This is an optimization exercise on Yosys and OpenROAD, whose aim is small area and a short achievable clock period, not a production implementation.
Only simulation tests tie the RTL to the original design; equivalence was not proved.

===== flow/config.mk =====
export PLATFORM = sky130hd
export DESIGN_NAME = HP_Test_Top
export DESIGN_NICKNAME = HP_Test_Top
export VERILOG_FILES = /design/flow/design.v
export SDC_FILE = /design/flow/constraint.sdc
export NUM_CORES = 8
export LEC_CHECK = 0
export ABC_AREA = 1
export CAP_MARGIN = 20
export CORE_MARGIN = 2
export CORE_UTILIZATION = 50
export PLACE_DENSITY = 0.6
export SLEW_MARGIN = 20

===== flow/constraint.sdc =====
create_clock -name core_clock -period 22.0 [get_ports {inPort_clk}]
set_input_delay 4.4000 -clock core_clock [delete_from_list [all_inputs] [get_ports {inPort_clk}]]
set_output_delay 4.4000 -clock core_clock [all_outputs]
set_load 0.01 [all_outputs]

===== flow/design.v =====
`timescale 1ns / 10ps
 `timescale 1ns / 10ps
module sha_sched #(
    parameter ARCH = 0
) (
    output wire [31:0] w16,      
    input  wire [31:0] w0,       
    input  wire [31:0] w1,       
    input  wire [31:0] w9,       
    input  wire [31:0] w14       
);
    wire [31:0] q0 = {w1[6:0], w1[31:7]} ^ {w1[17:0], w1[31:18]} ^ (w1 >> 3);
    wire [31:0] q1 = {w14[16:0], w14[31:17]} ^ {w14[18:0], w14[31:19]} ^ (w14 >> 10);
    wire [31:0] s1, c1, s2, c2;
    sha_csa cs1 (.s(s1), .c(c1), .x(w0), .y(w9), .z(q0));
    sha_csa cs2 (.s(s2), .c(c2), .x(s1), .y(c1), .z(q1));
    sha_cpa #(.ARCH(ARCH)) pc (.sum(w16), .x(s2), .y(c2));
endmodule
 `timescale 1ns / 10ps
module sha_csa (
    output wire [31:0] s,
    output wire [31:0] c,
    input  wire [31:0] x,
    input  wire [31:0] y,
    input  wire [31:0] z
);
    wire [31:0] maj = (x & y) | (x & z) | (y & z);
    assign s = x ^ y ^ z;
    assign c = {maj[30:0], 1'b0};
endmodule
module sha_cpa #(
    parameter ARCH = 0
) (
    output wire [31:0] sum,
    input  wire [31:0] x,
    input  wire [31:0] y
);
    generate
        if (ARCH == 0) begin : tool
            assign sum = x + y;
        end else begin : pfx
            wire [31:0] p = x ^ y;
            wire [31:0] g = x & y;
            wire [31:0] cg;      
            if (ARCH == 3) begin : rip
                assign cg[0] = g[0];
                genvar i;
                for (i = 1; i < 32; i = i + 1) begin : b
                    assign cg[i] = g[i] | (p[i] & cg[i-1]);
                end
            end else if (ARCH == 2) begin : skl
                wire [31:0] G [0:5];
                wire [31:0] P [0:5];
                assign G[0] = g;
                assign P[0] = p;
                genvar l, i;
                for (l = 0; l < 5; l = l + 1) begin : lv
                    for (i = 0; i < 32; i = i + 1) begin : b
                        if ((i >> l) & 1) begin : m
                            localparam integer J = ((i >> l) << l) - 1;
                            assign G[l+1][i] = G[l][i] | (P[l][i] & G[l][J]);
                            assign P[l+1][i] = P[l][i] & P[l][J];
                        end else begin : n
                            assign G[l+1][i] = G[l][i];
                            assign P[l+1][i] = P[l][i];
                        end
                    end
                end
                assign cg = G[5];
            end else begin : bk
                wire [31:0] G [0:9];
                wire [31:0] P [0:9];
                assign G[0] = g;
                assign P[0] = p;
                genvar l, i;
                for (l = 0; l < 5; l = l + 1) begin : up
                    for (i = 0; i < 32; i = i + 1) begin : b
                        if ((i % (2 << l)) == (2 << l) - 1) begin : m
                            localparam integer J = i - (1 << l);
                            assign G[l+1][i] = G[l][i] | (P[l][i] & G[l][J]);
                            assign P[l+1][i] = P[l][i] & P[l][J];
                        end else begin : n
                            assign G[l+1][i] = G[l][i];
                            assign P[l+1][i] = P[l][i];
                        end
                    end
                end
                for (l = 0; l < 4; l = l + 1) begin : dn
                    localparam integer S = 8 >> l;
                    for (i = 0; i < 32; i = i + 1) begin : b
                        if (i >= 2 * S && (i % (2 * S)) == S - 1) begin : m
                            localparam integer J = i - S;
                            assign G[l+6][i] = G[l+5][i] | (P[l+5][i] & G[l+5][J]);
                            assign P[l+6][i] = P[l+5][i] & P[l+5][J];
                        end else begin : n
                            assign G[l+6][i] = G[l+5][i];
                            assign P[l+6][i] = P[l+5][i];
                        end
                    end
                end
                assign cg = G[9];
            end
            assign sum = p ^ {cg[30:0], 1'b0};
        end
    endgenerate
endmodule
module sha_round #(
    parameter ARCH = 0,          
    parameter EARCH = ARCH       
) (
    output wire [31:0] a_n,
    output wire [31:0] e_n,
    input  wire [31:0] a,
    input  wire [31:0] b,
    input  wire [31:0] c,
    input  wire [31:0] d,
    input  wire [31:0] e,
    input  wire [31:0] f,
    input  wire [31:0] g,
    input  wire [31:0] hkw
);
    wire [31:0] s0  = {a[1:0], a[31:2]} ^ {a[12:0], a[31:13]} ^ {a[21:0], a[31:22]};
    wire [31:0] s1  = {e[5:0], e[31:6]} ^ {e[10:0], e[31:11]} ^ {e[24:0], e[31:25]};
    wire [31:0] ch  = (e & f) | (~e & g);
    wire [31:0] mj  = (a & b) | (a & c) | (b & c);
    wire [31:0] ts, tc;
    sha_csa ct (.s(ts), .c(tc), .x(hkw), .y(ch), .z(s1));
    wire [31:0] es, ec;
    sha_csa ce (.s(es), .c(ec), .x(ts), .y(tc), .z(d));
    sha_cpa #(.ARCH(EARCH)) pe (.sum(e_n), .x(es), .y(ec));
    wire [31:0] as1, ac1, as2, ac2;
    sha_csa ca1 (.s(as1), .c(ac1), .x(ts), .y(tc), .z(mj));
    sha_csa ca2 (.s(as2), .c(ac2), .x(as1), .y(ac1), .z(s0));
    sha_cpa #(.ARCH(ARCH)) pa (.sum(a_n), .x(as2), .y(ac2));
endmodule
module sha_add3 #(
    parameter ARCH = 0
) (
    output wire [31:0] sum,
    input  wire [31:0] x,
    input  wire [31:0] y,
    input  wire [31:0] k
);
    wire [31:0] s, c;
    sha_csa cs (.s(s), .c(c), .x(x), .y(y), .z(k));
    sha_cpa #(.ARCH(ARCH)) pc (.sum(sum), .x(s), .y(c));
endmodule
 `timescale 1ns / 10ps
module sha_stage #(
    parameter J  = 1,
    parameter RA = 0,        
    parameter PA = 0,        
    parameter SA = 0         
) (
    output wire [255:0] st_n,
    output wire [511:0] ww_n,
    output wire [255:0] hash,    
    input  wire [255:0] st,
    input  wire [511:0] ww
);
    localparam T = 2 * J;
    localparam [2047:0] KT = {
        32'hc67178f2, 32'hbef9a3f7, 32'ha4506ceb, 32'h90befffa, 32'h8cc70208, 32'h84c87814, 32'h78a5636f, 32'h748f82ee,
        32'h682e6ff3, 32'h5b9cca4f, 32'h4ed8aa4a, 32'h391c0cb3, 32'h34b0bcb5, 32'h2748774c, 32'h1e376c08, 32'h19a4c116,
        32'h106aa070, 32'hf40e3585, 32'hd6990624, 32'hd192e819, 32'hc76c51a3, 32'hc24b8b70, 32'ha81a664b, 32'ha2bfe8a1,
        32'h92722c85, 32'h81c2c92e, 32'h766a0abb, 32'h650a7354, 32'h53380d13, 32'h4d2c6dfc, 32'h2e1b2138, 32'h27b70a85,
        32'h14292967, 32'h06ca6351, 32'hd5a79147, 32'hc6e00bf3, 32'hbf597fc7, 32'hb00327c8, 32'ha831c66d, 32'h983e5152,
        32'h76f988da, 32'h5cb0a9dc, 32'h4a7484aa, 32'h2de92c6f, 32'h240ca1cc, 32'h0fc19dc6, 32'hefbe4786, 32'he49b69c1,
        32'hc19bf174, 32'h9bdc06a7, 32'h80deb1fe, 32'h72be5d74, 32'h550c7dc3, 32'h243185be, 32'h12835b01, 32'hd807aa98,
        32'hab1c5ed5, 32'h923f82a4, 32'h59f111f1, 32'h3956c25b, 32'he9b5dba5, 32'hb5c0fbcf, 32'h71374491, 32'h428a2f98
    };
    localparam [255:0] IV = {
        32'h5be0cd19, 32'h1f83d9ab, 32'h9b05688c, 32'h510e527f,
        32'ha54ff53a, 32'h3c6ef372, 32'hbb67ae85, 32'h6a09e667
    };
    localparam LAST = (J == 31);
    wire [31:0] A = st[ 31:  0], B = st[ 63: 32], C = st[ 95: 64], D   = st[127: 96];
    wire [31:0] E = st[159:128], F = st[191:160], G = st[223:192], HKW = st[255:224];
    localparam [31:0] K1  = KT[32*(T+1) +: 32];
    localparam [31:0] KH1 = LAST ? K1 + IV[31:0] : K1;
    wire [31:0] hkw1, d1;
    sha_add3 #(.ARCH(PA)) ph1 (.sum(hkw1), .x(G), .y(ww[31:0]), .k(KH1));
    generate
        if (LAST) begin : dl
            sha_cpa #(.ARCH(PA)) pd (.sum(d1), .x(C), .y(IV[159:128] - IV[31:0]));
        end else begin : dm
            assign d1 = C;
        end
    endgenerate
    wire [31:0] a1, e1, a2, e2;
    sha_round #(.ARCH(RA)) r0 (.a_n(a1), .e_n(e1), .a(A), .b(B), .c(C), .d(D), .e(E), .f(F), .g(G), .hkw(HKW));
    sha_round #(.ARCH(RA)) r1 (.a_n(a2), .e_n(e2), .a(a1), .b(A), .c(B), .d(d1), .e(e1), .f(E), .g(F), .hkw(hkw1));
    generate
        if (!LAST) begin : mid
            wire [31:0] hkw2;
            sha_add3 #(.ARCH(PA)) ph2 (.sum(hkw2), .x(F), .y(ww[63:32]), .k(KT[32*(T+2) +: 32]));
            assign st_n = {hkw2, E, e1, e2, B, A, a1, a2};
            wire [31:0] wn0, wn1;
            sha_sched #(.ARCH(SA)) sw0 (.w16(wn0), .w0(ww[ 31: 0]), .w1(ww[ 63:32]), .w9(ww[319:288]), .w14(ww[479:448]));
            sha_sched #(.ARCH(SA)) sw1 (.w16(wn1), .w0(ww[ 63:32]), .w1(ww[ 95:64]), .w9(ww[351:320]), .w14(ww[511:480]));
            assign ww_n = {wn1, wn0, ww[511:64]};
            assign hash = 256'd0;
        end else begin : last
            assign st_n = 256'd0;
            assign ww_n = 512'd0;
            wire [31:0] h1, h2, h3, h5, h6, h7;
            sha_cpa #(.ARCH(PA)) f1 (.sum(h1), .x(a1), .y(IV[ 63: 32]));
            sha_cpa #(.ARCH(PA)) f2 (.sum(h2), .x(A),  .y(IV[ 95: 64]));
            sha_cpa #(.ARCH(PA)) f3 (.sum(h3), .x(B),  .y(IV[127: 96]));
            sha_cpa #(.ARCH(PA)) f5 (.sum(h5), .x(e1), .y(IV[191:160]));
            sha_cpa #(.ARCH(PA)) f6 (.sum(h6), .x(E),  .y(IV[223:192]));
            sha_cpa #(.ARCH(PA)) f7 (.sum(h7), .x(F),  .y(IV[255:224]));
            assign hash = {h7, h6, h5, e2, h3, h2, h1, a2};
        end
    endgenerate
endmodule
module sha_pipe #(
    parameter RA = 1,        
    parameter PA = 1,        
    parameter SA = 1         
) (
    output wire [255:0] hash,
    input  wire         clk,
    input  wire [511:0] msg       
);
    localparam [255:0] IV = {
        32'h5be0cd19, 32'h1f83d9ab, 32'h9b05688c, 32'h510e527f,
        32'ha54ff53a, 32'h3c6ef372, 32'hbb67ae85, 32'h6a09e667
    };
    localparam [31:0] IV0 = IV[ 31:  0], IV1 = IV[ 63: 32], IV2 = IV[ 95: 64], IV3 = IV[127: 96];
    localparam [31:0] IV4 = IV[159:128], IV5 = IV[191:160], IV6 = IV[223:192], IV7 = IV[255:224];
    localparam [31:0] K0 = 32'h428a2f98, K1 = 32'h71374491, K2 = 32'hb5c0fbcf;
    localparam [31:0] S1_0 = {IV4[5:0], IV4[31:6]} ^ {IV4[10:0], IV4[31:11]} ^ {IV4[24:0], IV4[31:25]};
    localparam [31:0] S0_0 = {IV0[1:0], IV0[31:2]} ^ {IV0[12:0], IV0[31:13]} ^ {IV0[21:0], IV0[31:22]};
    localparam [31:0] CH_0 = (IV4 & IV5) | (~IV4 & IV6);
    localparam [31:0] MJ_0 = (IV0 & IV1) | (IV0 & IV2) | (IV1 & IV2);
    localparam [31:0] T1_0 = IV7 + S1_0 + CH_0 + K0;
    localparam [31:0] CA   = T1_0 + S0_0 + MJ_0;
    localparam [31:0] CE   = T1_0 + IV3;
    reg [256*32-1:0] rst;
    reg [512*32-1:0] rw;
    wire [31:0] m0 = msg[31:0], m1 = msg[63:32], m2 = msg[95:64];
    wire [31:0] a1_0, e1_0, hkw1_0, hkw2_0, a2_0, e2_0;
    sha_cpa #(.ARCH(RA)) p0a (.sum(a1_0),   .x(m0), .y(CA));
    sha_cpa #(.ARCH(RA)) p0e (.sum(e1_0),   .x(m0), .y(CE));
    sha_cpa #(.ARCH(PA)) p0h (.sum(hkw1_0), .x(m1), .y(IV6 + K1));
    sha_cpa #(.ARCH(PA)) p1h (.sum(hkw2_0), .x(m2), .y(IV5 + K2));
    sha_round #(.ARCH(RA)) r1 (.a_n(a2_0), .e_n(e2_0), .a(a1_0), .b(IV0), .c(IV1), .d(IV2),
                               .e(e1_0), .f(IV4), .g(IV5), .hkw(hkw1_0));
    wire [31:0] w16_0, w17_0, w18_0;
    sha_sched #(.ARCH(SA)) sw16 (.w16(w16_0), .w0(msg[ 31:  0]), .w1(msg[ 63: 32]), .w9(msg[319:288]), .w14(msg[479:448]));
    sha_sched #(.ARCH(SA)) sw17 (.w16(w17_0), .w0(msg[ 63: 32]), .w1(msg[ 95: 64]), .w9(msg[351:320]), .w14(msg[511:480]));
    sha_sched #(.ARCH(SA)) sw18 (.w16(w18_0), .w0(msg[ 95: 64]), .w1(msg[127: 96]), .w9(msg[383:352]), .w14(w16_0));
    always @(posedge clk) begin
        rst[256*1 +: 256] <= {hkw2_0, IV4, e1_0, e2_0, IV1, IV0, a1_0, a2_0};
        rw [512*1 +: 512] <= {w18_0, w17_0, w16_0, msg[511:96]};
    end
    genvar j;
    generate
        for (j = 1; j < 32; j = j + 1) begin : stg
            wire [255:0] st_n, hs;
            wire [511:0] ww_n;
            sha_stage #(.J(j), .RA(RA), .PA(PA), .SA(SA)) s (
                .st_n(st_n), .ww_n(ww_n), .hash(hs),
                .st(rst[256*j +: 256]), .ww(rw[512*j +: 512]));
            if (j < 31) begin : reg_next
                always @(posedge clk) begin
                    rst[256*(j+1) +: 256] <= st_n;
                    rw [512*(j+1) +: 512] <= ww_n;
                end
            end else begin : out
                assign hash = hs;
            end
        end
    endgenerate
endmodule
 `timescale 1ns / 10ps
module HP_Test_Top (
    input              inPort_clk,
    input      [511:0] inPort_msg,
    output reg [255:0] outPort_hash
);
    reg  [511:0] msg_r;
    wire [255:0] hash;
    always @(posedge inPort_clk) begin
        msg_r <= inPort_msg;
    end
    sha_pipe pipe (.hash(hash), .clk(inPort_clk), .msg(msg_r));
    always @(posedge inPort_clk) begin
        outPort_hash <= hash;
    end
endmodule

===== flow/flow/run.sh =====
#!/bin/bash
set -euo pipefail
cd "$(dirname "$0")/.."
bash standard.sh \
    ADDER_MAP_FILE= \
    SETUP_SLACK_MARGIN=15.5 \
    MATCH_CELL_FOOTPRINT=0 \
    "BUFFER_PORTS_ARGS=-buffer_cell sky130_fd_sc_hd__buf_4" \
    "CTS_ARGS=-sink_clustering_enable -repair_clock_nets -dont_use_dummy_load -sink_clustering_size 25 -sink_clustering_max_diameter 80" \
    finish > flow_make.log 2>&1

===== flow/standard.sh =====
#!/bin/bash
# synth_recipe.tcl (not shown) runs the flow's synth.tcl, then flattens the netlist and writes it again
# the make line also repeats each setting of config.mk as NAME=value (left out here)
make -C /OpenROAD-flow-scripts/flow DESIGN_CONFIG=/design/flow/config.mk WORK_HOME=/design/flow/orfs CLKGATE_MAP_FILE= SYNTH_SCRIPT=/design/flow/synth_recipe.tcl "${@:-finish}"

==> results of run 1 <==
through the flow:
stage	hold slack (ns)	util	worst slack, ns	instances
detailed placement	0.312	0.524	13.86	247000
CTS	0.187	0.545	15.19	249000
floorplan	0.310	-	17.27	209000
global placement	0.310	0.524	13.33	247000
per-layer routing:
| layer | track usage | GRT overflow |
|---|---|---|
| met4 | 0.663 | 649 |
| met3 | 0.521 | 24 |
| met1 | 0.736 | 12 |
| met2 | 0.825 | 1164 |
| met5 | 0.268 | 1 |
cells by family after synthesis:
group,count (synthesis)
AND/OR/NAND/NOR,117000
multiplexers,46
buffers and inverters,32400
flip-flops,22400
adder cells (fa/ha/maj),26
XOR/XNOR,24200
AO/OA/AOI/OAI,13300
timing repair:
item	4_1_cts
resized for setup	4421
cloned	0
pin swaps	150
setup buffers	337
setup endpoints to repair	1968
how the worst min path moves through the flow:
stage | from | endpoint | depth (start not counted)
CTS | pipe.rw[11500]$_DFF_P_ | pipe.rw[11948]$_DFF_P_ | 0
detailed placement | pipe.rw[1376]$_DFF_P_ | pipe.rw[1824]$_DFF_P_ | 0
global placement | pipe.rw[6835]$_DFF_P_ | pipe.rw[7283]$_DFF_P_ | 0
floorplan | pipe.rw[9568]$_DFF_P_ | pipe.rw[10016]$_DFF_P_ | 0
==> results.txt, run 1 <==
Clock Tree Buf Depth=6; Syn Area/Cell=6.46 µm²; failing step=global routing (5_1_grt); hpwl dp=7740 mm; status=aborted with a tool error; area share of xor/xnor cells in the synthesized design=0.159; Global Route Usage Sum=0.692; Error=[ERROR GRT-0116] Global routing finished with congestion. Check the congestion regions in the DRC Viewer.; io pins=769; register area share after synthesis=0.332; Post-Synth Simple-Gate Area=0.363; Post-Synth Adder-Cell Area=0.000193; Syn Inst Count=209000; count leader, synth=nand2_1; largest family of logic cells by synthesized area=simple AND/OR/NAND/NOR gates; row count=604; Synth top area share=0.332; Area contributors post-synth=dfxtp_1 (33%), nand2_1 (22%), xor2_1 (10%), inv_1 (8.1%), nand3_1 (6.3%); Die Wd=1.65 mm; Starting Density=0.501; mux contribution to synthesized area=0.000341; largest net degree at the start of global routing=26; hold buffer count at cts=0; first-pass GRT wire length=12800 mm; clk sinks=22400; Yosys warning total=3; GRT overflow=1850; CTS Buf Count=1511; chip height=1.65 mm; CTS Root Buffer Type=clkbuf_16; number of buffer cells added on primary ports=768; area fraction in compound gates after synthesis=0.0543; leading cell types by count after synthesis=nand2_1 (77700), inv_1 (29200), dfxtp_1 (22400); ys flop type=dfxtp_1; Final Wtd Congestion=1.37; synthesized flop and latch total=22400; leading area contributor after synthesis=dfxtp_1; synthesized net count=210000; vias in the first global route=1340000; post-synth cell types=105; CTS H-tree lvls=7; Synth Cell Area=1.35 mm²; async set-reset flop share out of synthesis=0; post-placement cell area=1.42 mm²; number of flops mapped to enable cells by yosys=0
==> run 2, diff against run 1 <==
--- a/flow/design.v
+++ b/flow/design.v
@@ -282,11 +282,13 @@
 );
     reg  [511:0] msg_r;
     wire [255:0] hash;
+    reg  [255:0] hash_r;
     always @(posedge inPort_clk) begin
         msg_r <= inPort_msg;
     end
     sha_pipe pipe (.hash(hash), .clk(inPort_clk), .msg(msg_r));
     always @(posedge inPort_clk) begin
-        outPort_hash <= hash;
+        hash_r       <= hash;
+        outPort_hash <= hash_r;
     end
 endmodule
--- a/flow/config.mk
+++ b/flow/config.mk
@@ -7,7 +7,8 @@
 export LEC_CHECK = 0
 export ABC_AREA = 1
 export CAP_MARGIN = 20
+export CELL_PAD_IN_SITES_DETAIL_PLACEMENT = 1
 export CORE_MARGIN = 2
-export CORE_UTILIZATION = 50
-export PLACE_DENSITY = 0.6
+export CORE_UTILIZATION = 43
+export PLACE_DENSITY = 0.52
 export SLEW_MARGIN = 20
==> run 2 against run 1 <==
  * Synthesized cell count increased by 0.12%
  * Area after synthesis increased by 0.38%
  * The flow again stops in global routing (5_1_grt)
==> results.txt, run 2 <==
first-pass GRT wire length=18000 mm; register area share after synthesis=0.335; Clock Tree Buf Depth=6; leading cell types by count after synthesis=nand2_1 (77700), inv_1 (29200), dfxtp_1 (22700); Synth Cell Area=1.36 mm²; Yosys warning total=3; synthesized net count=210000; Global Route Usage Sum=0.807; Syn Inst Count=210000; Error=[ERROR GRT-0116] Global routing finished with congestion. Check the congestion regions in the DRC Viewer.; synthesized flop and latch total=22700; Area contributors post-synth=dfxtp_1 (33%), nand2_1 (21%), xor2_1 (10%), inv_1 (8.1%), nand3_1 (6.3%); number of buffer cells added on primary ports=768; vias in the first global route=1800000; clk sinks=22700; CTS Buf Count=1629; Syn Area/Cell=6.47 µm²; row count=652; leading area contributor after synthesis=dfxtp_1; hpwl dp=8520 mm; number of flops mapped to enable cells by yosys=0; status=aborted with a tool error; count leader, synth=nand2_1; Starting Density=0.431; async set-reset flop share out of synthesis=0; io pins=769; largest net degree at the start of global routing=26; chip height=1.78 mm; CTS H-tree lvls=7; Final Wtd Congestion=1.33; CTS Root Buffer Type=clkbuf_16; GRT overflow=61100; ys flop type=dfxtp_1; Synth top area share=0.335; Die Wd=1.78 mm; post-synth cell types=105; post-placement cell area=1.43 mm²; failing step=global routing (5_1_grt); Placed Cells=253000
run 2: cell count changes after synthesis:
cell	previous run	this run
dfxtp_1	22432	22688
run 2: logic make-up after synthesis:
logic type	Yosys count	share of synthesized area
and+or+nand+nor	117000	0.362
buffers and inverters	32400	0.0906
xor gates and xnor gates	24200	0.158
DFF	22700	0.335
AOI/OAI and AO/OA	13300	0.0541
muxes	46	0.000339
adders and majority gates	26	0.000192
run 2: per-layer routing:
layer  overflow  track usage
met5        748        0.479
met4      12400        0.779
met3       6240        0.670
met2      32700        0.937
met1       9025        0.826
run 2: worst max-delay path by stage:
stage,start,endpoint,slack (ns),cells after the start
after CTS,outPort_hash[6]$_DFF_P_,outPort_hash[6],14.97,1
after detailed placement,pipe.rst[4356]$_DFF_P_,pipe.rst[4639]$_DFF_P_,12.47,43
after global placement,pipe.rst[4422]$_DFF_P_,pipe.rst[4639]$_DFF_P_,11.34,43
after floorplan,outPort_hash[0]$_DFF_P_,outPort_hash[0],17.27,0
run 2: what timing repair did:
action,4_1_cts
gates resized for setup,10200
buffers inserted,1240
setup endpoints to repair,2430
pin swaps,665
hold buffers,0
run 2: metrics by stage:
stage,worst slack [ns],util
after floorplan,17.27,-
after global placement,11.34,0.452
after detailed placement,12.47,0.453
after CTS,14.97,0.481
==> run 3, diff against run 2 <==
--- a/flow/config.mk
+++ b/flow/config.mk
@@ -7,8 +7,7 @@
 export LEC_CHECK = 0
 export ABC_AREA = 1
 export CAP_MARGIN = 20
-export CELL_PAD_IN_SITES_DETAIL_PLACEMENT = 1
 export CORE_MARGIN = 2
-export CORE_UTILIZATION = 43
-export PLACE_DENSITY = 0.52
+export CORE_UTILIZATION = 40
+export PLACE_DENSITY = 0.48
 export SLEW_MARGIN = 20
==> run 3 against run 2 <==
  * The flow again stops in global routing (5_1_grt)
  * Area after synthesis is the same
  * Synthesized cell count unchanged
==> results.txt, run 3 <==
Global Route Usage Sum=0.629; CTS Buf Count=1780; register area share after synthesis=0.335; GRT overflow=471; Clock Tree Buf Depth=7; Die Wd=1.85 mm; count leader, synth=nand2_1; failing step=global routing (5_1_grt); synthesized net count=210000; Syn Area/Cell=6.47 µm²; io pins=769; Final Wtd Congestion=1.37; post-synth cell types=105; largest net degree at the start of global routing=26; Synth top area share=0.335; async set-reset flop share out of synthesis=0; leading area contributor after synthesis=dfxtp_1; clk sinks=22700; Yosys warning total=3; Placed Cells=257000; Area contributors post-synth=dfxtp_1 (33%), nand2_1 (21%), xor2_1 (10%), inv_1 (8.1%), nand3_1 (6.3%); row count=676; leading cell types by count after synthesis=nand2_1 (77700), inv_1 (29200), dfxtp_1 (22700); Starting Density=0.401; number of buffer cells added on primary ports=768; ys flop type=dfxtp_1; chip height=1.85 mm; Synth Cell Area=1.36 mm²; Syn Inst Count=210000; CTS H-tree lvls=7; post-placement cell area=1.44 mm²; vias in the first global route=1370000; synthesized flop and latch total=22700; number of flops mapped to enable cells by yosys=0; hpwl dp=8880 mm; CTS Root Buffer Type=clkbuf_16; status=aborted with a tool error; Error=[ERROR GRT-0116] Global routing finished with congestion. Check the congestion regions in the DRC Viewer.; first-pass GRT wire length=14200 mm
==> run 3: cell counts after synthesis <==
Identical to the previous run, type by type.
==> run 3: timing repair <==
| action | 4_1_cts |
|---|---|
| hold buffers | 0 |
| endpoints found under the hold margin | 0 |
| gates resized for setup | 8320 |
| pin swaps | 480 |
| endpoints found under the setup margin | 2216 |
| buffers inserted | 1066 |
==> run 3: layer usage <==
layer / GRT usage / overflow
met4: 0.588 / 192
met5: 0.188 / 2
met3: 0.437 / 8
met1: 0.685 / 2
met2: 0.771 / 267
==> run 3: worst max-delay path by stage <==
stage	to	cells past startpoint	slack, ns	start
4_1_cts	outPort_hash[98]	1	15.00	outPort_hash[98]$_DFF_P_
3_5_place_dp	hash_r[20]$_DFF_P_	37	13.01	pipe.rst[8090]$_DFF_P_
3_3_place_gp	pipe.rst[926]$_DFF_P_	42	11.78	pipe.rst[642]$_DFF_P_
2_1_floorplan	outPort_hash[0]	0	17.27	outPort_hash[0]$_DFF_P_
==> run 3: kinds of logic after synthesis <==
kind of cell / count (synthesis) / synth area share
AND/OR/NAND/NOR: 117000 / 0.362
buffers and inverters: 32400 / 0.0906
XOR/XNOR: 24200 / 0.158
flip-flops: 22700 / 0.335
AO/OA/AOI/OAI: 13300 / 0.0541
multiplexers: 46 / 0.000339
adder cells (fa/ha/maj): 26 / 0.000192
==> run 3: per-stage QoR <==
stage / setup WS (ns) / util
after CTS: 15.00 / 0.450
after global placement: 11.78 / 0.424
after floorplan: 17.27 / -
after detailed placement: 13.01 / 0.425
==> run 4, diff against run 3 <==
--- a/flow/design.v
+++ b/flow/design.v
@@ -282,13 +282,11 @@
 );
     reg  [511:0] msg_r;
     wire [255:0] hash;
-    reg  [255:0] hash_r;
     always @(posedge inPort_clk) begin
         msg_r <= inPort_msg;
     end
     sha_pipe pipe (.hash(hash), .clk(inPort_clk), .msg(msg_r));
     always @(posedge inPort_clk) begin
-        hash_r       <= hash;
-        outPort_hash <= hash_r;
+        outPort_hash <= hash;
     end
 endmodule
==> flow/flow/run.sh (replaced) <==
#!/bin/bash
set -euo pipefail
cd "$(dirname "$0")/.."
here=$(pwd)
bash standard.sh \
    ADDER_MAP_FILE= \
    SETUP_SLACK_MARGIN=15.5 \
    MATCH_CELL_FOOTPRINT=0 \
    "BUFFER_PORTS_ARGS=-buffer_cell sky130_fd_sc_hd__buf_4" \
    "CTS_ARGS=-sink_clustering_enable -repair_clock_nets -dont_use_dummy_load -sink_clustering_size 25 -sink_clustering_max_diameter 80" \
    MAX_REPAIR_ANTENNAS_ITER_GRT= \
    "POST_GLOBAL_ROUTE_TCL=$here/flow/antenna.tcl" \
    finish > flow_make.log 2>&1
==> flow/flow/antenna.tcl (new file) <==
# Run after global routing in place of the flow's own antenna repair: repair
# with a 20% margin on the antenna ratios, so that detailed routing leaves
# fewer violations to repair (each repair after detailed routing routes the
# design again).
repair_antennas -ratio_margin 20 -iterations 5 -allow_congestion
check_placement -verbose
==> run 4 against run 3 <==
  * The layout now fails its checks (antenna rules, capacitance limit, slew limit)
  * Area after synthesis fell by 0.38%
  * Synthesized cell count is 0.12% lower
==> results.txt, run 4 <==
crit-path max FO=20; Reg clk slew, reported paths=0.09 ns; largest family of logic cells by synthesized area=simple AND/OR/NAND/NOR gates; vias in the first global route=1260000; FILL cells=339000; post-route clock skew=0.248 ns; most frequent cells in the layout=nand2_1 (71300), inv_1 (28700), dfxtp_1 (19300); Synth Cell Area=1.35 mm²; routed len/inst=36.0 µm; Global Route Usage Sum=0.543; min Tclk post-route=7.59 ns; mux contribution to synthesized area=0.000341; ys flop type=dfxtp_1; Slew @ Worst Pin=3.25 ns; CP Data Required Time=23.66 ns; largest registers=pipe.rw x13824, pipe.rst x7840, msg_r x512; CP delay by family, top=simple AND/OR/NAND/NOR gates; number of buffer cells added on primary ports=768; most used cell, CP=nand2_1; GRT met2 Usage=0.732; Rel. slew slack=-1.17; violated checks=antenna rules, capacitance limit, slew limit; met3 usage=0.248; Largest Register=pipe.rw; max FFs per register=13800; commonest non-fill, non-tap cell in the layout=nand2_1; Routed WL=9790 mm; Clock Tree Buf Depth=7; io pins=769; CP max stage cell=dfxtp_1; hold crit path type=reg -> reg; largest net degree at the start of global routing=26; critical path type=reg -> reg; clk sinks=22400; Placed Cells=256000; max_cap viols=109; type of origin of the critical path=register; routed vias=1530000; synthesized net count=210000; arrival time worst endpoint=9.25 ns; Setup TNS Final=0 ns; fin nets=217000; Final period util=0.345; count leader, synth=nand2_1; layout overhead on the synthesized area=19.9%; CP peak stage delay=1.78 ns; max-slew violations=1202; async set-reset flop share out of synthesis=0; Post-CTS Setup Bufs=1064; post-route insts no fill=272000; Starting Density=0.401; Syn Area/Cell=6.46 µm²; post-synth cell types=105; status=complete, but fails checks; area fraction in compound gates after synthesis=0.0543; CTS H-tree lvls=7; Final Wtd Congestion=1.26; number of flops mapped to enable cells by yosys=0; vias per cell=5.63; Yosys warning total=3; hpwl dp=8180 mm; hold buffer count at cts=0; share of layout cells above drive strength 1=0.152; row count=675; CTS Root Buffer Type=clkbuf_16; area share of xor/xnor cells in the synthesized design=0.159; register area share after synthesis=0.332; CTS tree=built; Core ar.=3.37 mm²; leading cell types by count after synthesis=nand2_1 (77700), inv_1 (29200), dfxtp_1 (22400); chip height=1.84 mm; final antenna-violating net count=3; initial antenna violation count=3319; Skew-Pair Late Insertion Delay=1.96 ns; DRC viols=0; DRT iter0 DRCs=252000; Syn Inst Count=209000; GRT overflow=0; setup violators final=0; Post-Synth Simple-Gate Area=0.363; leading area contributor after synthesis=dfxtp_1; Highest Clock Rate=132 MHz; first-pass GRT wire length=12200 mm; Area contributors post-synth=dfxtp_1 (33%), nand2_1 (22%), xor2_1 (10%), inv_1 (8.1%), nand3_1 (6.3%); DRT Pass-1 Iters=28; die area=3.39 mm²; CTS Buf Count=1771; Post-Synth Adder-Cell Area=0.000193; Resize count post-CTS=8434; crit path buf inv count=1; CP Capture Type=register; synthesized flop and latch total=22400; Top Usage Layer GRT=met2; GR Util met1=0.594; Die Wd=1.84 mm; Synth top area share=0.332; Final Hold Fails=0
[run 4: cell count changes after synthesis]
cell	before	now
dfxtp_1	22688	22432
[run 4: kinds of logic after synthesis]
group	after synthesis
multiplexers	46
adder cells (fa/ha/maj)	26
flip-flops	22400
AND/OR/NAND/NOR	117000
buffers and inverters	32400
AO/OA/AOI/OAI	13300
XOR/XNOR	24200
[run 4: through the flow]
| stage | util | worst slack [ns] | hold WS (ns) | area [µm²] |
|---|---|---|---|---|
| 6_report | 0.480 | 14.41 | 0.160 | 1620000 |
| 2_1_floorplan | - | 17.27 | 0.310 | 1350000 |
| 3_5_place_dp | 0.423 | 11.87 | 0.312 | 1430000 |
| 4_1_cts | 0.448 | 15.06 | 0.183 | 1510000 |
| 3_3_place_gp | 0.422 | 9.40 | 0.309 | 1420000 |
[run 4: path summary, 6_finish.rpt]
kind,start,endpoint,slack (ns),cells after the start
max reg2reg,msg_r[467]$_DFF_P_,pipe.rw[1018]$_DFF_P_,14.41,29
min reg2reg,pipe.rw[12007]$_DFF_P_,pipe.rw[12455]$_DFF_P_,0.16,0
min,pipe.rw[12007]$_DFF_P_,pipe.rw[12455]$_DFF_P_,0.16,0
max,msg_r[467]$_DFF_P_,pipe.rw[1018]$_DFF_P_,14.41,29
[run 4: final cells by class]
type,instances,area (µm²),share of cell area
Antenna cell,10200,25600,0.0158
Inverter,30600,117000,0.0719
Multi-Input combinational cell,154000,860000,0.530
Timing Repair Buffer,6942,62000,0.0383
Clock buffer,1771,44300,0.0273
Sequential cell,22400,456000,0.281
Tap cell,45000,56300,0.0348
[run 4: worst register-to-register path: cells and delay by family (launching register included)]
family	cells	cell delay, ns
and+or+nand+nor	21	3.11
AOI/OAI and AO/OA	2	0.41
buffers and inverters	1	0.07
DFF	1	1.78
xor gates and xnor gates	5	2.03
[run 4: metal layers]
metal  share of wire  vias to the layer above  routed length (µm)
met3            0.14                    40900             1420000
met5          0.0019                        -               18400
met4            0.14                      551             1410000
met2            0.37                   120000             3660000
li1                -                   661000                   -
met1            0.34                   706000             3290000
==> run 5, diff against run 4 <==
==> flow/run.sh (new file) <==
#!/bin/bash
# synth_recipe.tcl (not shown) runs the flow's synth.tcl, then flattens the netlist and writes it again
# the make line also repeats each setting of config.mk as NAME=value (left out here)
make -C /OpenROAD-flow-scripts/flow DESIGN_CONFIG=/design/flow/config.mk WORK_HOME=/design/flow/orfs CLKGATE_MAP_FILE= SYNTH_SCRIPT=/design/flow/synth_recipe.tcl finish
--- a/flow/config.mk
+++ b/flow/config.mk
@@ -6,8 +6,9 @@
 export NUM_CORES = 8
 export LEC_CHECK = 0
 export ABC_AREA = 1
-export CAP_MARGIN = 20
+export CAP_MARGIN = 40
 export CORE_MARGIN = 2
-export CORE_UTILIZATION = 40
-export PLACE_DENSITY = 0.48
-export SLEW_MARGIN = 20
+export CORE_UTILIZATION = 35
+export CTS_CLUSTER_SIZE = 20
+export PLACE_DENSITY = 0.45
+export SLEW_MARGIN = 40
removed: flow/flow/run.sh
removed: flow/flow/antenna.tcl
removed: flow/standard.sh
==> run 5 against run 4 <==
  * Now clean on timing, DRC and antenna
  * Routed wire length shrank 26%
  * Clock skew down 0.11 ns
  * Non-clock buffer count fell by 4670
  * Setup slack worse by 4.0 ns
  * First-iteration DRC count is 53% lower
  * Area after synthesis shrank 9.2%
  * Critical path type unchanged
==> results.txt, run 5 <==
status=complete, no violations; DRC viols=0; Reg clk slew, reported paths=0.07 ns; io pins=769; hold buffer count at cts=0; Slew @ Worst Pin=1.32 ns; hpwl dp=6410 mm; Largest Register=pipe.rw; GRT met2 Usage=0.583; die area=3.52 mm²; Rel. slew slack=0.120; GR Util met1=0.513; CP Capture Type=register; synthesized flop and latch total=22400; max-slew violations=0; GRT overflow=0; vias in the first global route=838000; Core ar.=3.50 mm²; Placed Cells=164000; Final Hold Fails=0; Synth Cell Area=1.23 mm²; type of origin of the critical path=register; RSZ-0062 raised after global routing=no; largest net degree at the start of global routing=19; leading cell types by count after synthesis=inv_1 (27800), dfxtp_1 (22400), fa_1 (14000); Yosys warning total=3; number of buffer cells added on primary ports=768; CTS tree=built; post-route clock skew=0.141 ns; Final period util=0.529; Top Usage Layer GRT=met2; critical path type=reg -> reg; Syn Area/Cell=10.5 µm²; chip height=1.88 mm; hold crit path type=reg -> reg; number of flops mapped to enable cells by yosys=0; max FFs per register=13800; CTS H-tree lvls=8; pre-CTS setup slack=10.66 ns; post-placement cell area=1.30 mm²; setup violators final=0; max_cap viols=0; Synth top area share=0.366; Routed WL=7230 mm; clk sinks=22400; register area share after synthesis=0.366; CTS Root Buffer Type=clkbuf_16; ys flop type=dfxtp_1; Resize count post-CTS=0; count leader, synth=inv_1; routed vias=873000; largest registers=pipe.rw x13824, pipe.rst x7840, msg_r x512; Starting Density=0.350; first-pass GRT wire length=9010 mm; CP Data Required Time=23.61 ns; routed len/inst=42.3 µm; met3 usage=0.127; arrival time worst endpoint=13.24 ns; most frequent cells in the layout=inv_1 (27700), dfxtp_1 (21700), fa_1 (13900); leading area contributor after synthesis=dfxtp_1; fin nets=144000; async set-reset flop share out of synthesis=0; Setup WS post-layout=10.37 ns; Die Wd=1.88 mm; Final Wtd Congestion=1.15; CP peak stage delay=0.79 ns; post-route cell area=1.40 mm²; row count=688; DRT iter0 DRCs=118000; post-route insts no fill=171000; Syn Inst Count=117000; Clock Tree Buf Depth=7; synthesized net count=141000; Global Route Usage Sum=0.400; crit-path max FO=7; Highest Clock Rate=86.0 MHz; post-synth cell types=61; initial antenna violation count=1874; layout overhead on the synthesized area=13.9%; vias per cell=5.11; commonest non-fill, non-tap cell in the layout=inv_1; Min Hold Slack=0.246 ns; share of layout cells above drive strength 1=0.0652; Area contributors post-synth=dfxtp_1 (37%), fa_1 (23%), ha_1 (9.4%), inv_1 (8.5%), xor2_1 (6.8%); CP max stage cell=dfxtp_1; most used cell, CP=nand2_1; Skew-Pair Late Insertion Delay=1.79 ns; final antenna-violating net count=0; Setup TNS Final=0 ns; CTS Buf Count=2586; Post-CTS Setup Bufs=0; DRT Pass-1 Iters=10; min Tclk post-route=11.63 ns
[run 5: metrics by stage]
stage / util
2_1_floorplan: -
3_5_place_dp: 0.372
4_1_cts: 0.398
5_1_grt: 0.398
6_report: 0.399
3_3_place_gp: 0.371
[run 5: cell type report]
type,count,area (µm²)
Clock inverter,1354,18400
Timing Repair Buffer,2272,19200
Sequential cell,22400,450000
Clock buffer,3346,72100
Inverter,27800,104000
Tap cell,46600,58300
Fill cell,343000,2110000
Multi-Input combinational cell,65400,671000
Antenna cell,1703,4260
[run 5: logic make-up after synthesis]
logic type      count (synthesis)  synth area share
simple gates                15600            0.0532
buf+inv                     29500            0.0905
xor+xnor                    17700             0.126
mux                           120           0.00105
compound gates               8750            0.0406
fa+ha+maj                   23300             0.322
flops                       22400             0.366
[run 5: path summary, 6_finish.rpt]
check                               from                      to  slack, ns  depth (start not counted)
setup / recovery  pipe.rst[5788]$_DFF_P_  pipe.rst[5919]$_DFF_P_      10.37                         50
hold / removal        msg_r[131]$_DFF_P_    pipe.rw[547]$_DFF_P_       0.25                          0
setup reg to reg  pipe.rst[5788]$_DFF_P_  pipe.rst[5919]$_DFF_P_      10.37                         50
hold reg to reg       msg_r[131]$_DFF_P_    pipe.rw[547]$_DFF_P_       0.25                          0
[run 5: critical path: cells and delay by family, from the launching register on]
family | cells | cell delay (ns)
DFF | 1 | 0.79
buffers and inverters | 9 | 0.93
xor gates and xnor gates | 7 | 1.56
adders and majority gates | 9 | 4.63
AOI/OAI and AO/OA | 1 | 0.24
and+or+nand+nor | 24 | 3.25
[run 5: routing by layer]
layer | part of all wire | vias up
met5 | 0.00088 | -
met3 | 0.11 | 12900
met4 | 0.078 | 475
li1 | - | 358000
met1 | 0.40 | 449000
met2 | 0.42 | 52700
==> run 6, diff against run 5 <==
--- a/flow/design.v
+++ b/flow/design.v
@@ -215,7 +215,7 @@
     endgenerate
 endmodule
 module sha_pipe #(
-    parameter RA = 1,        
+    parameter RA = 2,        
     parameter PA = 1,        
     parameter SA = 1         
 ) (
==> run 6 against run 5 <==
  * Now fails the layout checks on antenna rules
  * Register-to-register slack gained 1.5 ns
  * Die area down 0.54%
  * Cell count rose by 2.1%
  * Hold slack worse by 0.097 ns
  * First-iteration DRC count rose by 3.8%
  * Setup slack improved by 1.5 ns
  * Critical path type unchanged
  * Largest cell class unchanged
==> results.txt, run 6 <==
status=complete, but fails checks; violated checks=antenna rules; max-slew violations=0; Placed Cells=167000; GRT overflow=0; reg2reg start=pipe.rst[7567]$_DFF_P_; first-pass GRT wire length=9070 mm; Routed WL=7270 mm; min-delay src=pipe.rw[13613]$_DFF_P_; area share of xor/xnor cells in the synthesized design=0.132; CTS H-tree lvls=8; Synth Cell Area=1.22 mm²; vias in the first global route=855000; initial antenna violation count=1979; Largest Register=pipe.rw; Syn Inst Count=120000; Highest Clock Rate=98.7 MHz; async set-reset flop share out of synthesis=0; final antenna-violating net count=1; io pins=769; Reg clk slew, reported paths=0.06 ns; mux contribution to synthesized area=0.000369; DRC viols=0; Post-Synth Simple-Gate Area=0.0640; area fraction in compound gates after synthesis=0.0459; DRT Pass-1 Iters=9; CP Capture Type=register; Global Route Usage Sum=0.403; clk sinks=22400; number of buffer cells added on primary ports=768; count leader, synth=inv_1; layout overhead on the synthesized area=14.2%; post-route insts no fill=174000; crit-path max FO=7; post-route clock skew=0.184 ns; Starting Density=0.350; arrival time worst endpoint=11.73 ns; critical path type=reg -> reg; Post-Route Utilization=0.400; CP peak stage delay=0.72 ns; Die Wd=1.87 mm; commonest non-fill, non-tap cell in the layout=inv_1; hold path endpoint=pipe.rw[14061]$_DFF_P_; CTS Buf Count=2620; Core ar.=3.48 mm²; Syn Area/Cell=10.2 µm²; largest family of logic cells by synthesized area=adder cells; Slew @ Worst Pin=1.34 ns; crit path buf inv count=4; routed len/inst=41.7 µm; critical path launch point=pipe.rst[7567]$_DFF_P_; hpwl dp=6450 mm; reg2reg path depth=41; FF-to-FF End=pipe.rst[7710]$_DFF_P_; RSZ-0062 raised after global routing=no; number of flops mapped to enable cells by yosys=0; fin nets=146000; min Tclk post-route=10.13 ns; Post-CTS Setup Bufs=0; Skew-Pair Late Insertion Delay=1.85 ns; CP delay by family, top=adder cells; synthesized flop and latch total=22400; synthesized net count=142000; max_cap viols=0; type of origin of the critical path=register; hold crit path type=reg -> reg; Yosys warning total=4; Post-Synth Adder-Cell Area=0.302; vias per cell=5.15; row count=686; largest registers=pipe.rw x13824, pipe.rst x7840, msg_r x512; die area=3.50 mm²; ys flop type=dfxtp_1; most frequent cells in the layout=inv_1 (27500), dfxtp_1 (21800), fa_1 (12600); CTS tree=built; leading cell types by count after synthesis=inv_1 (27600), dfxtp_1 (22400), fa_1 (12600); leading area contributor after synthesis=dfxtp_1; max FFs per register=13800; CTS Root Buffer Type=clkbuf_16; most used cell, CP=nand2_1; Synth top area share=0.368; post-synth cell types=80; Rel. slew slack=0.101; FILL cells=342000; Final Wtd Congestion=1.20; Resize count post-CTS=0; share of layout cells above drive strength 1=0.0698; CP max stage cell=dfxtp_1; CP Data Required Time=23.60 ns; Clock Tree Buf Depth=7; routed vias=899000; Setup TNS Final=0 ns; hold path depth=0; chip height=1.87 mm; Area contributors post-synth=dfxtp_1 (37%), fa_1 (21%), ha_1 (9.6%), inv_1 (8.5%), xor2_1 (7.8%); hold buffer count at cts=0; largest net degree at the start of global routing=26; setup violators final=0; Final period util=0.461; register area share after synthesis=0.368; R2R Setup Slk=11.87 ns; DRT iter0 DRCs=123000; Final Hold Fails=0
[run 6: cell count changes after synthesis, moves of 209 or more]
cell | before | now
or2_2 | 535 | 1385
a21o_1 | 688 | 428
xnor2_1 | 8113 | 7196
nor2_1 | 2052 | 1761
o21ai_0 | 3111 | 4278
nand4_1 | 486 | 277
fa_1 | 13950 | 12564
o21bai_1 | 519 | 182
clkbuf_1 | 1605 | 981
nand2_1 | 9584 | 12027
a21oi_1 | 3150 | 4055
xor2_1 | 9558 | 10848
[run 6: cell type report]
class,count,area (µm²),share of cell area
multi-input combinational,68800,667000,0.479
inverter,27600,104000,0.0744
clock inverter,1278,17100,0.0123
sequential,22400,450000,0.323
tap,46400,58100,0.0417
clock buffer,3421,73700,0.0529
timing repair buffer,2162,18300,0.0131
antenna,2240,5610,0.00402
[run 6: metal layers]
metal  vias to the layer above  track usage  share of wire
met5                         -       0.0139         0.0012
met4                       572        0.280          0.085
met3                     14300        0.143           0.11
met2                     57600        0.574           0.41
met1                    457000        0.508           0.39
li1                     369000            -              -
[run 6: worst reg2reg max path, delay by kind of cell, from the launching register on]
kind            cells  cell delay, ns
fa+ha+maj           7            3.30
compound gates      6            1.51
buf+inv             4            0.37
flops               1            0.72
xor+xnor            4            1.37
simple gates       20            2.80
[run 6: worst max-delay path by stage]
stage | endpoint | slack (ns) | depth (start not counted)
floorplan | pipe.rst[2577]$_DFF_P_ | 14.40 | 39
global placement | pipe.rst[7453]$_DFF_P_ | 11.26 | 41
detailed placement | pipe.rst[4381]$_DFF_P_ | 11.99 | 38
CTS | pipe.rst[4381]$_DFF_P_ | 11.92 | 38
global route | pipe.rst[3101]$_DFF_P_ | 11.49 | 37
finish | pipe.rst[7710]$_DFF_P_ | 11.87 | 41
[run 6: metrics by stage]
stage	cell area [µm²]	setup WS, ns	hold WS, ns
finish	1390000	11.87	0.150
global route	1390000	11.49	0.143
CTS	1390000	11.92	0.142
detailed placement	1300000	11.99	0.312
global placement	1290000	11.26	0.310
floorplan	1220000	14.40	0.310
[run 6: logic make-up (layout without fill, tap and decap cells)]
kind of cell,count (synthesis),count (layout)
xor gates and xnor gates,18200,18200
AOI/OAI and AO/OA,10200,10200
DFF,22400,22400
muxes,45,45
buffers and inverters,28700,34500
adders and majority gates,21900,21900
other,0,2240
and+or+nand+nor,18500,18500
==> run 7, diff against run 6 <==
--- a/flow/design.v
+++ b/flow/design.v
@@ -215,7 +215,7 @@
     endgenerate
 endmodule
 module sha_pipe #(
-    parameter RA = 2,        
+    parameter RA = 0,        
     parameter PA = 1,        
     parameter SA = 1         
 ) (
==> run 7 against run 6 <==
  * Still fails the layout checks on antenna rules
  * Core utilization increased by 0.28 points
  * Setup slack got worse by 1.1 ns
  * Area after synthesis increased by 2.0%
  * Die area increased by 2.0%
  * Critical path type unchanged
  * Highest routed layer unchanged
==> results.txt, run 7 <==
min Tclk post-route=11.19 ns; CP max stage cell=xnor2_1; number of buffer cells added on primary ports=768; CP peak stage delay=0.70 ns; chip height=1.89 mm; Final Wtd Congestion=1.12; first-pass GRT wire length=10200 mm; RSZ-0062 raised after global routing=no; hold crit path type=reg -> reg; CP Capture Type=register; commonest non-fill, non-tap cell in the layout=inv_1; Placed Cells=173000; Die Wd=1.89 mm; max-slew violations=0; fin nets=150000; routed len/inst=46.0 µm; Largest Register=pipe.rw; leading area contributor after synthesis=dfxtp_1; Synth Cell Area=1.25 mm²; Clock Tree Buf Depth=7; DRT Pass-1 Iters=9; Synth top area share=0.361; DRT iter0 DRCs=128000; hpwl dp=7360 mm; critical path type=reg -> reg; reg2reg path depth=46; share of layout cells above drive strength 1=0.0757; violated checks=antenna rules; count leader, synth=inv_1; most frequent cells in the layout=inv_1 (23500), dfxtp_1 (21600), nand2_1 (13000); Syn Inst Count=124000; arrival time worst endpoint=12.94 ns; Yosys warning total=3; final antenna-violating net count=1; Highest Clock Rate=89.3 MHz; largest net degree at the start of global routing=19; layout overhead on the synthesized area=15.0%; Starting Density=0.350; CP delay by family, top=adder cells; Resize count post-CTS=0; Reg clk slew, reported paths=0.06 ns; routed vias=965000; min-delay src=pipe.rw[7955]$_DFF_P_; status=complete, but fails checks; post-route insts no fill=180000; Slew @ Worst Pin=1.28 ns; post-synth cell types=85; vias per cell=5.35; CTS H-tree lvls=8; CP Data Required Time=23.75 ns; hold path endpoint=pipe.rw[8403]$_DFF_P_; FF-to-FF End=pipe.rw[1023]$_DFF_P_; initial antenna violation count=2121; reg2reg start=msg_r[38]$_DFF_P_; leading cell types by count after synthesis=inv_1 (23700), dfxtp_1 (22400), nand2_1 (13000); crit-path max FO=5; type of origin of the critical path=register; synthesized net count=146000; R2R Setup Slk=10.81 ns; FILL cells=350000; most used cell, CP=nand2_1; async set-reset flop share out of synthesis=0; register area share after synthesis=0.361; crit path buf inv count=5; hold path depth=0; CTS tree=built; ys flop type=dfxtp_1; Routed WL=8300 mm; die area=3.57 mm²; max_cap viols=0; Area contributors post-synth=dfxtp_1 (36%), fa_1 (20%), ha_1 (9.4%), xor2_1 (7.9%), inv_1 (7.1%); Skew-Pair Late Insertion Delay=1.92 ns; DRC viols=0; Setup TNS Final=0 ns; clk sinks=22400; CTS Buf Count=2534; synthesized flop and latch total=22400; largest registers=pipe.rw x13824, pipe.rst x7840, msg_r x512; GRT overflow=0; Syn Area/Cell=10.0 µm²; Global Route Usage Sum=0.451; Rel. slew slack=0.149; Final period util=0.509; CTS Root Buffer Type=clkbuf_16; Final Hold Fails=0; hold buffer count at cts=0; io pins=769; Core ar.=3.56 mm²; row count=693; post-route clock skew=0.152 ns; Post-CTS Setup Bufs=0; number of flops mapped to enable cells by yosys=0; vias in the first global route=922000; setup violators final=0; max FFs per register=13800
run 7: cell count changes after synthesis, moves of 828 or more:
| cell | change |
|---|---|
| inv_1 | -3924 |
| clkbuf_1 | +828 |
| nor2_1 | +2719 |
| nand2_1 | +933 |
| a21oi_1 | +1386 |
| or2_2 | -1073 |
run 7: through the flow:
stage	hold WS (ns)	worst slack (ns)	area, µm²	utilization
final	0.245	10.81	1430000	0.403
after global routing	0.242	10.35	1430000	0.402
after CTS	0.240	11.03	1420000	0.401
after detailed placement	0.312	11.08	1330000	0.375
after global placement	0.310	8.93	1330000	0.373
after floorplan	0.310	14.06	1250000	-
run 7: per-layer routing:
metal  global-route usage  up-vias  routed length [µm]
li1                     -   392000                   -
met1                0.535   490000             3120000
met2                0.658    63600             3460000
met3                0.145    18700              841000
met4                0.386      629              867000
met5              0.00287        -                4840
run 7: cell type report:
| type | instances | area [µm²] | share of cell area |
|---|---|---|---|
| multi-input combinational | 76200 | 708000 | 0.494 |
| sequential | 22400 | 450000 | 0.314 |
| antenna | 2849 | 7130 | 0.00498 |
| inverter | 23700 | 89000 | 0.0621 |
| tap | 47300 | 59100 | 0.0413 |
| clock buffer | 3241 | 70100 | 0.0490 |
| timing repair buffer | 3294 | 27500 | 0.0192 |
| clock inverter | 1424 | 21400 | 0.0150 |
run 7: logic make-up after synthesis:
logic type,count (synthesis),synth area share
AND/OR/NAND/NOR,21700,0.0715
adder cells (fa/ha/maj),21500,0.290
AO/OA/AOI/OAI,13900,0.0645
multiplexers,20,0.000163
flip-flops,22400,0.361
buffers and inverters,25600,0.0773
XOR/XNOR,19000,0.136
run 7: worst max path at each step:
stage                                       from                endpoint  slack (ns)  cells after the start
after global routing           msg_r[38]$_DFF_P_   pipe.rw[1023]$_DFF_P_       10.35                     46
after detailed placement       msg_r[38]$_DFF_P_   pipe.rw[1023]$_DFF_P_       11.08                     46
after floorplan                msg_r[41]$_DFF_P_   pipe.rw[1023]$_DFF_P_       14.06                     46
final                          msg_r[38]$_DFF_P_   pipe.rw[1023]$_DFF_P_       10.81                     46
after CTS                      msg_r[38]$_DFF_P_   pipe.rw[1023]$_DFF_P_       11.03                     46
after global placement    pipe.rst[5277]$_DFF_P_  pipe.rst[5524]$_DFF_P_        8.93                     28
run 7: worst reg2reg max path, delay by kind of cell, from the launching register on:
kind / cells / cell delay [ns]
xor+xnor: 10 / 2.68
flops: 1 / 0.47
fa+ha+maj: 7 / 2.97
simple gates: 18 / 2.35
buf+inv: 5 / 0.66
compound gates: 6 / 1.97
==> run 8, diff against run 7 <==
--- a/flow/design.v
+++ b/flow/design.v
@@ -215,7 +215,7 @@
     endgenerate
 endmodule
 module sha_pipe #(
-    parameter RA = 0,        
+    parameter RA = 2,        
     parameter PA = 1,        
     parameter SA = 1         
 ) (
--- a/flow/config.mk
+++ b/flow/config.mk
@@ -8,7 +8,7 @@
 export ABC_AREA = 1
 export CAP_MARGIN = 40
 export CORE_MARGIN = 2
-export CORE_UTILIZATION = 35
+export CORE_UTILIZATION = 40
 export CTS_CLUSTER_SIZE = 20
-export PLACE_DENSITY = 0.45
+export PLACE_DENSITY = 0.5
 export SLEW_MARGIN = 40
==> run 8 against run 7 <==
  * The layout still fails its checks (antenna rules)
  * Global-route usage increased by 3.4 points
  * Sequential share of layout area increased by 0.96 points
  * Critical path depth decreased by 4
  * Die area decreased by 14%
  * Routed wire length decreased by 8.1%
  * Cell count decreased by 6.2%
  * Critical path type unchanged
  * Critical endpoint is now pipe.rst[5403]$_DFF_P_
==> results.txt, run 8 <==
crit path buf inv count=5; Area contributors post-synth=dfxtp_1 (37%), fa_1 (21%), ha_1 (9.6%), inv_1 (8.5%), xor2_1 (7.8%); Setup TNS Final=0 ns; leading area contributor after synthesis=dfxtp_1; Global Route Usage Sum=0.485; hpwl dp=6680 mm; final antenna-violating net count=2; Post-Route Utilization=0.456; DRT iter0 DRCs=132000; count leader, synth=inv_1; reg2reg start=pipe.rst[5252]$_DFF_P_; Slew @ Worst Pin=1.25 ns; Highest Clock Rate=94.3 MHz; CP Data Required Time=23.70 ns; CP max stage cell=dfxtp_1; die area=3.07 mm²; RSZ-0062 raised after global routing=no; Final Wtd Congestion=1.21; Largest Register=pipe.rw; synthesized flop and latch total=22400; hold buffer count at cts=0; Post-CTS Setup Bufs=0; largest registers=pipe.rw x13824, pipe.rst x7840, msg_r x512; commonest non-fill, non-tap cell in the layout=inv_1; type of origin of the critical path=register; vias per cell=5.46; min Tclk post-route=10.60 ns; Synth top area share=0.368; Resize count post-CTS=0; register area share after synthesis=0.368; post-synth cell types=80; CP delay by family, top=adder cells; synthesized net count=142000; Syn Inst Count=120000; Skew-Pair Late Insertion Delay=1.90 ns; status=complete, but fails checks; CTS Buf Count=2484; clk sinks=22400; DRC viols=0; critical path type=reg -> reg; Die Wd=1.75 mm; Synth Cell Area=1.22 mm²; Starting Density=0.401; Yosys warning total=4; post-route clock skew=0.208 ns; CTS Root Buffer Type=clkbuf_16; Final Hold Fails=0; CP Capture Type=register; initial antenna violation count=2153; setup violators final=0; CTS tree=built; largest net degree at the start of global routing=19; ys flop type=dfxtp_1; GRT overflow=0; CP peak stage delay=0.94 ns; Routed WL=7630 mm; arrival time worst endpoint=12.30 ns; number of buffer cells added on primary ports=768; routed len/inst=45.1 µm; row count=641; vias in the first global route=874000; chip height=1.75 mm; pre-CTS setup slack=11.88 ns; number of flops mapped to enable cells by yosys=0; max-slew violations=0; violated checks=antenna rules; CTS H-tree lvls=8; Setup WS post-layout=11.40 ns; leading cell types by count after synthesis=inv_1 (27600), dfxtp_1 (22400), fa_1 (12600); crit-path max FO=7; max_cap viols=0; hold crit path type=reg -> reg; layout overhead on the synthesized area=13.9%; Syn Area/Cell=10.2 µm²; Core ar.=3.04 mm²; Rel. slew slack=0.166; max FFs per register=13800; async set-reset flop share out of synthesis=0; Clock Tree Buf Depth=6; io pins=769; min-delay src=pipe.rw[8305]$_DFF_P_; fin nets=146000; Final period util=0.482; most used cell, CP=nand2_1; Reg clk slew, reported paths=0.07 ns; most frequent cells in the layout=inv_1 (27400), dfxtp_1 (21700), fa_1 (12500); routed vias=924000; DRT Pass-1 Iters=10; first-pass GRT wire length=9480 mm; critical path launch point=pipe.rst[5252]$_DFF_P_; share of layout cells above drive strength 1=0.0744
==> run 8: path summary, 6_finish.rpt <==
| path | cells after the start | endpoint | slack (ns) |
|---|---|---|---|
| worst max register to register | 42 | pipe.rst[5403]$_DFF_P_ | 11.40 |
| worst min register to register | 0 | pipe.rw[8753]$_DFF_P_ | 0.22 |
| worst min-delay path | 0 | pipe.rw[8753]$_DFF_P_ | 0.22 |
| worst max-delay path | 42 | pipe.rst[5403]$_DFF_P_ | 11.40 |
==> run 8: cells by family after synthesis <==
group,Yosys count,share of synthesized area
XOR/XNOR,18200,0.132
AO/OA/AOI/OAI,10200,0.0459
multiplexers,45,0.000369
buffers and inverters,28700,0.0884
adder cells (fa/ha/maj),21900,0.302
AND/OR/NAND/NOR,18500,0.0640
flip-flops,22400,0.368
==> run 8: metal layers <==
metal,share of wire,vias up,global-route usage
met5,0.0012,-,0.0200
met4,0.11,644,0.431
met3,0.12,20700,0.185
met2,0.41,67300,0.690
met1,0.36,465000,0.567
li1,-,370000,-
==> run 8: worst reg2reg max path, delay by kind of cell (launching register included) <==
| family | cells | cell delay, ns |
|---|---|---|
| adders and majority gates | 7 | 3.74 |
| DFF | 1 | 0.94 |
| buffers and inverters | 5 | 0.67 |
| AOI/OAI and AO/OA | 5 | 1.38 |
| and+or+nand+nor | 23 | 3.39 |
| xor gates and xnor gates | 2 | 0.36 |
==> run 8: per-stage QoR <==
stage	hold slack (ns)	cell area [µm²]	cells
5_1_grt	0.239	1390000	168000
3_5_place_dp	0.312	1290000	162000
6_report	0.216	1390000	169000
4_1_cts	0.253	1380000	166000
2_1_floorplan	0.310	1220000	120000
3_3_place_gp	0.310	1290000	162000
==> run 8: area by class of cell <==
| cell class | count | area, µm² |
|---|---|---|
| fill | 288000 | 1650000 |
| multi-input combinational | 68800 | 668000 |
| sequential | 22400 | 450000 |
| inverter | 27600 | 104000 |
| clock buffer | 3191 | 68900 |
| tap | 40500 | 50700 |
| timing repair buffer | 2522 | 21400 |
| clock inverter | 1341 | 19300 |
| antenna | 2815 | 7040 |

==> what the ideal ports hide <==
How much do the figures lean on ideal ports? The routed layouts below were timed once more, with nothing changed but the port constraints. Step 1: set_driving_cell puts a clkbuf_16 on inPort_clk and a buf_2 on each other input, an assumption about the parent block. Step 2, shift: input delay + t, output delay - t, t = (earliest + latest rising clock arrival at the registers) / 2. This alone moves slack from input paths to output paths. Slacks: ideal ports / drivers / drivers and shift; pairs: ideal ports / drivers.
run | shift t [ns] | setup slack, ns | worst hold slack (ns) | pins driven straight from the clock port
run 4 | 2.122 | 14.409 / 14.409 / 14.409 | 0.160 / 0.160 / 0.160 | 1
run 5 | 1.996 | 10.369 / 10.369 / 10.369 | 0.246 / 0.246 / 0.246 | 1
run 6 | 1.996 | 11.868 / 11.868 / 11.868 | 0.150 / 0.150 / 0.150 | 1
run 7 | 2.109 | 10.808 / 10.808 / 10.808 | 0.245 / 0.245 / 0.245 | 1
run 8 | 2.075 | 11.398 / 11.398 / 11.398 | 0.216 / 0.216 / 0.216 | 1
